Source: an optimization exercise on an open RTL-to-GDS flow (aim: small area, a short achievable clock period and few clock cycles per item). Production flows keep margins and buffers that such runs may drop.
The RTL was checked by simulation tests, not by an equivalence proof against the original design.
Power figures rest on the tool's default switching activity, not on a simulated workload.

== run A ==
## seq_mult_16bit
module seq_mult_16bit (
    input  wire         clk,
    input  wire         rst_n,
    input  wire         start,
    input  wire [15:0]  a_in,
    input  wire [15:0]  b_in,
    output wire [31:0]  p_out,
    output reg          done
);
    wire bo0;
    wire bt0;
    wire bn0;
    wire ax0_0;
    wire ax0_1;
    wire ax0_2;
    wire ax0_3;
    wire ax0_4;
    wire ax0_5;
    wire ax0_6;
    wire ax0_7;
    wire ax0_8;
    wire ax0_9;
    wire ax0_10;
    wire ax0_11;
    wire ax0_12;
    wire ax0_13;
    wire ax0_14;
    wire ax0_15;
    wire pp1;
    wire pp2;
    wire pp3;
    wire pp4;
    wire pp5;
    wire pp6;
    wire pp7;
    wire pp8;
    wire pp9;
    wire pp10;
    wire pp11;
    wire pp12;
    wire pp13;
    wire pp14;
    wire pp15;
    wire pp16;
    wire sg17;
    wire sn18;
    wire bo1;
    wire bt1;
    wire bn1;
    wire ax1_0;
    wire ax1_1;
    wire ax1_2;
    wire ax1_3;
    wire ax1_4;
    wire ax1_5;
    wire ax1_6;
    wire ax1_7;
    wire ax1_8;
    wire ax1_9;
    wire ax1_10;
    wire ax1_11;
    wire ax1_12;
    wire ax1_13;
    wire ax1_14;
    wire ax1_15;
    wire pp19;
    wire pp20;
    wire pp21;
    wire pp22;
    wire pp23;
    wire pp24;
    wire pp25;
    wire pp26;
    wire pp27;
    wire pp28;
    wire pp29;
    wire pp30;
    wire pp31;
    wire pp32;
    wire pp33;
    wire pp34;
  ...
Size in the first run: about 62 flip-flops.
Settings: LEC_CHECK=0, ABC_AREA=1, CAP_MARGIN=20, CORE_MARGIN=2, CORE_UTILIZATION=65, SETUP_SLACK_MARGIN=0.6, SLEW_MARGIN=20; clock period 4.5 ns.
standard.sh (not shown) runs the stock make flow with config.mk's settings and CLKGATE_MAP_FILE= SYNTH_SCRIPT=/design/flow/synth_recipe.tcl, a recipe that flattens the netlist after the stock synthesis.
==> flow/flow/run.sh <==
#!/bin/bash
set -euo pipefail
cd "$(dirname "$0")/.."
bash standard.sh \
  "BUFFER_PORTS_ARGS=-buffer_cell sky130_fd_sc_hd__buf_2" \
  "SYNTH_ARGS=-noabc" \
  finish > flow_make.log 2>&1
Run A has completed all stages; timing, DRC and antenna checks passed.
Testbench counts of run A, summed over its fixed seeds: cycles 2,400, items 2,400.
Relative to run A, the following input files were edited for run B:
# run A
export LEC_CHECK = 0
export ABC_AREA = 1
export CAP_MARGIN = 20
export CORE_MARGIN = 2
export CORE_UTILIZATION = 65
export SETUP_SLACK_MARGIN = 0.6
export SLEW_MARGIN = 20
create_clock -name core_clock -period 4.5 [get_ports {clk}]
# run B
export LEC_CHECK = 0
export ABC_AREA = 1
export CAP_MARGIN = 20
export CORE_MARGIN = 2
export CORE_UTILIZATION = 55
export SETUP_SLACK_MARGIN = 1.0
export SLEW_MARGIN = 20
create_clock -name core_clock -period 4.5 [get_ports {clk}]
--- a/flow/flow/run.sh
+++ b/flow/flow/run.sh
@@ -3,2 +3,3 @@
 cd "$(dirname "$0")/.."
+GRT_SETUP_MARGIN=0.8
 bash standard.sh \
@@ -6,2 +7,7 @@
   "SYNTH_ARGS=-noabc" \
+  cts > flow_make_cts.log 2>&1
+bash standard.sh \
+  "BUFFER_PORTS_ARGS=-buffer_cell sky130_fd_sc_hd__buf_2" \
+  "SYNTH_ARGS=-noabc" \
+  "SETUP_SLACK_MARGIN=$GRT_SETUP_MARGIN" \
   finish > flow_make.log 2>&1
Findings:
- Run B vs. run A: number of failing setup endpoints in the final timing report now sits at about the same level; post-route worst hold slack now sits at about the same level; buffer levels on the longest clock path now sits at about the same level; fraction of layout cells with a size suffix above 1 now sits higher.
- When run B is set beside run A, its remaining max-slew budget at the tightest pin turns out to be 4.6 points smaller.
- Comparing the two runs side by side, run B comes out behind run A on cell area after layout.
- In the reports for run B and run A, the larger final critical-path share of the clock period belongs to run A.
- Re pre-CTS setup slack: run A was lower than run B.
- Reported for run B and run A, basic-gate share of the synthesized area counting and, or, nand and nor cells turned out identical to the last digit.
diff inputs: run B => run C
# run B
export LEC_CHECK = 0
export ABC_AREA = 1
export CAP_MARGIN = 20
export CORE_MARGIN = 2
export CORE_UTILIZATION = 55
export SETUP_SLACK_MARGIN = 1.0
export SLEW_MARGIN = 20
create_clock -name core_clock -period 4.5 [get_ports {clk}]
# run C
export LEC_CHECK = 0
export ABC_AREA = 1
export CAP_MARGIN = 20
export CORE_MARGIN = 2
export CORE_UTILIZATION = 65
export SETUP_SLACK_MARGIN = 1.0
export SLEW_MARGIN = 20
create_clock -name core_clock -period 4.5 [get_ports {clk}]
==> flow/flow/run.sh <==
#!/bin/bash
set -euo pipefail
cd "$(dirname "$0")/.."
bash standard.sh \
  "BUFFER_PORTS_ARGS=-buffer_cell sky130_fd_sc_hd__buf_2" \
  "SYNTH_ARGS=-noabc" \
  finish > flow_make.log 2>&1
Findings:
Most frequent standard cell in the layout excluding fill and tap cells = sky130_fd_sc_hd__xnor2_1: run C; most frequent standard cell in the layout excluding fill and tap cells = sky130_fd_sc_hd__fa_1: run B
Against run B, run C reports a net total in the final layout that is higher.
Comparing run B and run C, the higher part of the power in combinational logic was measured on run C.
Compared with run B, run C shows routed via count higher by 295.
The following lists how run D was set up differently from run C:
# run C
export LEC_CHECK = 0
export ABC_AREA = 1
export CAP_MARGIN = 20
export CORE_MARGIN = 2
export CORE_UTILIZATION = 65
export SETUP_SLACK_MARGIN = 1.0
export SLEW_MARGIN = 20
create_clock -name core_clock -period 4.5 [get_ports {clk}]
# run D
export LEC_CHECK = 0
export ABC_AREA = 1
export CAP_MARGIN = 20
export CORE_MARGIN = 2
export CORE_UTILIZATION = 65
export CTS_BUF_LIST = sky130_fd_sc_hd__clkbuf_4 sky130_fd_sc_hd__clkbuf_8
export CTS_CLUSTER_DIAMETER = 100
export CTS_CLUSTER_SIZE = 32
export SETUP_SLACK_MARGIN = 1.0
export SLEW_MARGIN = 20
create_clock -name core_clock -period 4.5 [get_ports {clk}]
--- a/flow/flow/run.sh
+++ b/flow/flow/run.sh
@@ -3,2 +3,3 @@
 cd "$(dirname "$0")/.."
+GRT_SETUP_MARGIN=0.6
 bash standard.sh \
@@ -6,2 +7,7 @@
   "SYNTH_ARGS=-noabc" \
+  cts > flow_make_cts.log 2>&1
+bash standard.sh \
+  "BUFFER_PORTS_ARGS=-buffer_cell sky130_fd_sc_hd__buf_2" \
+  "SYNTH_ARGS=-noabc" \
+  "SETUP_SLACK_MARGIN=$GRT_SETUP_MARGIN" \
   finish > flow_make.log 2>&1
==> comparison <==
Taking run C as the reference, in run D final standard cell area without fillers shrank by about 7%, share of the clock period used by the worst path moved up, area of combinational cells with multiple inputs now smaller, switching power total has decreased, final period demand of the worst path rose 0.076 ns. NOTE via total after detailed routing run C->run D decreased by a few percent. A critical path endpoint of r1_q[15] is what run C shows, while r1_q[14] belongs to run D. Summary: maximum frequency, run D worse than run C. Taking run C as the reference point, the multi-input logic portion of the cell area of run D rises by 1.3 points.
Here is what was changed in the inputs of run E compared with run D.
# run D
export LEC_CHECK = 0
export ABC_AREA = 1
export CAP_MARGIN = 20
export CORE_MARGIN = 2
export CORE_UTILIZATION = 65
export CTS_BUF_LIST = sky130_fd_sc_hd__clkbuf_4 sky130_fd_sc_hd__clkbuf_8
export CTS_CLUSTER_DIAMETER = 100
export CTS_CLUSTER_SIZE = 32
export SETUP_SLACK_MARGIN = 1.0
export SLEW_MARGIN = 20
create_clock -name core_clock -period 4.5 [get_ports {clk}]
# run E
export LEC_CHECK = 0
export ABC_AREA = 1
export CAP_MARGIN = 20
export CORE_MARGIN = 2
export CORE_UTILIZATION = 55
export CTS_BUF_LIST = sky130_fd_sc_hd__clkbuf_4 sky130_fd_sc_hd__clkbuf_8
export CTS_CLUSTER_DIAMETER = 100
export CTS_CLUSTER_SIZE = 32
export SETUP_SLACK_MARGIN = 1.0
export SLEW_MARGIN = 20
create_clock -name core_clock -period 4.5 [get_ports {clk}]
--- a/flow/flow/run.sh
+++ b/flow/flow/run.sh
@@ -5,3 +5,3 @@
 bash standard.sh \
-  "BUFFER_PORTS_ARGS=-buffer_cell sky130_fd_sc_hd__buf_2" \
+  "BUFFER_PORTS_ARGS=-buffer_cell sky130_fd_sc_hd__buf_1" \
   "SYNTH_ARGS=-noabc" \
@@ -9,3 +9,3 @@
 bash standard.sh \
-  "BUFFER_PORTS_ARGS=-buffer_cell sky130_fd_sc_hd__buf_2" \
+  "BUFFER_PORTS_ARGS=-buffer_cell sky130_fd_sc_hd__buf_1" \
   "SYNTH_ARGS=-noabc" \
Notes after the runs:
- In the reports for run E and run D, the smaller number of cells on the critical path belongs to run E.
- Summary of run E over run D: half-perimeter wire length of the detailed placement result increased by about 6.4% relative to the old numbers; wire length up 4.7%.
- Run E vs run D: overall power consumption down slightly
- Run D fits on a die that is smaller than the die of run E.
- Run E reports a lower buffering stage count on the worst path with inverters included than run D does.
Input changes introduced in run F (baseline for comparison: run E):
# run E
export LEC_CHECK = 0
export ABC_AREA = 1
export CAP_MARGIN = 20
export CORE_MARGIN = 2
export CORE_UTILIZATION = 55
export CTS_BUF_LIST = sky130_fd_sc_hd__clkbuf_4 sky130_fd_sc_hd__clkbuf_8
export CTS_CLUSTER_DIAMETER = 100
export CTS_CLUSTER_SIZE = 32
export SETUP_SLACK_MARGIN = 1.0
export SLEW_MARGIN = 20
create_clock -name core_clock -period 4.5 [get_ports {clk}]
# run F
export LEC_CHECK = 0
export ABC_AREA = 1
export CAP_MARGIN = 20
export CORE_MARGIN = 2
export CORE_UTILIZATION = 55
export CTS_BUF_LIST = sky130_fd_sc_hd__clkbuf_4 sky130_fd_sc_hd__clkbuf_8
export CTS_CLUSTER_DIAMETER = 100
export CTS_CLUSTER_SIZE = 32
export SETUP_SLACK_MARGIN = 1.1
export SLEW_MARGIN = 20
create_clock -name core_clock -period 4.5 [get_ports {clk}]
--- a/flow/flow/run.sh
+++ b/flow/flow/run.sh
@@ -5,3 +5,3 @@
 bash standard.sh \
-  "BUFFER_PORTS_ARGS=-buffer_cell sky130_fd_sc_hd__buf_1" \
+  "BUFFER_PORTS_ARGS=-buffer_cell sky130_fd_sc_hd__buf_2" \
   "SYNTH_ARGS=-noabc" \
@@ -9,3 +9,3 @@
 bash standard.sh \
-  "BUFFER_PORTS_ARGS=-buffer_cell sky130_fd_sc_hd__buf_1" \
+  "BUFFER_PORTS_ARGS=-buffer_cell sky130_fd_sc_hd__buf_2" \
   "SYNTH_ARGS=-noabc" \
## What came out
- Comparing run E with run F, the setup slack after layout came out essentially unchanged.
- Run F vs run E on count of buffers not belonging to the clock network in the layout: run F is the lower one.
- Overall fraction of global-route tracks in use, run E and run F: higher on run F
- Of run E and run F, run F shows the higher fraction of final layout cells with drive strength greater than 1, with run E below it.
- Power dissipated in sequential cells ends up higher on run F.

[port drivers added, routing unchanged]
In the flow no input, the clock included, has a driving cell. The finished layouts below were timed again as built, in two steps. Step 1: set_driving_cell puts a clkbuf_16 on clk and a buf_2 on each other input, an assumption about the parent block. Step 2 adds t to the input delays and takes it off the output delays; t is the mean of the earliest and latest rising clock arrival at the registers after step 1. Input paths then give back, and output paths get back, about the clock's delay inside the block. a / b / c = ideal ports / drivers / drivers and shift; a / b = the first two.
run	t (ns)	slack for setup (ns)	worst hold slack (ns)	worst slew at a driven data input, ns	cell pins on the clock port's net
run A	0.384	0.696 / 0.721 / 0.337	0.322 / 0.299 / 0.683	0.04	1
run B	0.380	0.991 / 0.973 / 0.631	0.322 / 0.304 / 0.684	0.04	1
run C	0.379	1.024 / 0.998 / 0.656	0.323 / 0.305 / 0.684	0.04	1
run D	0.390	0.947 / 0.947 / 0.568	0.299 / 0.287 / 0.677	0.04	1
run E	0.409	0.963 / 0.952 / 0.543	0.269 / 0.260 / 0.669	0.06	1
run F	0.408	0.961 / 0.923 / 0.640	0.283 / 0.270 / 0.679	0.04	1
After both steps setup and hold are still met in every run listed. For run E, which loses most, drivers alone change the setup slack by -0.011 ns; drivers and shift together by -0.420 ns.
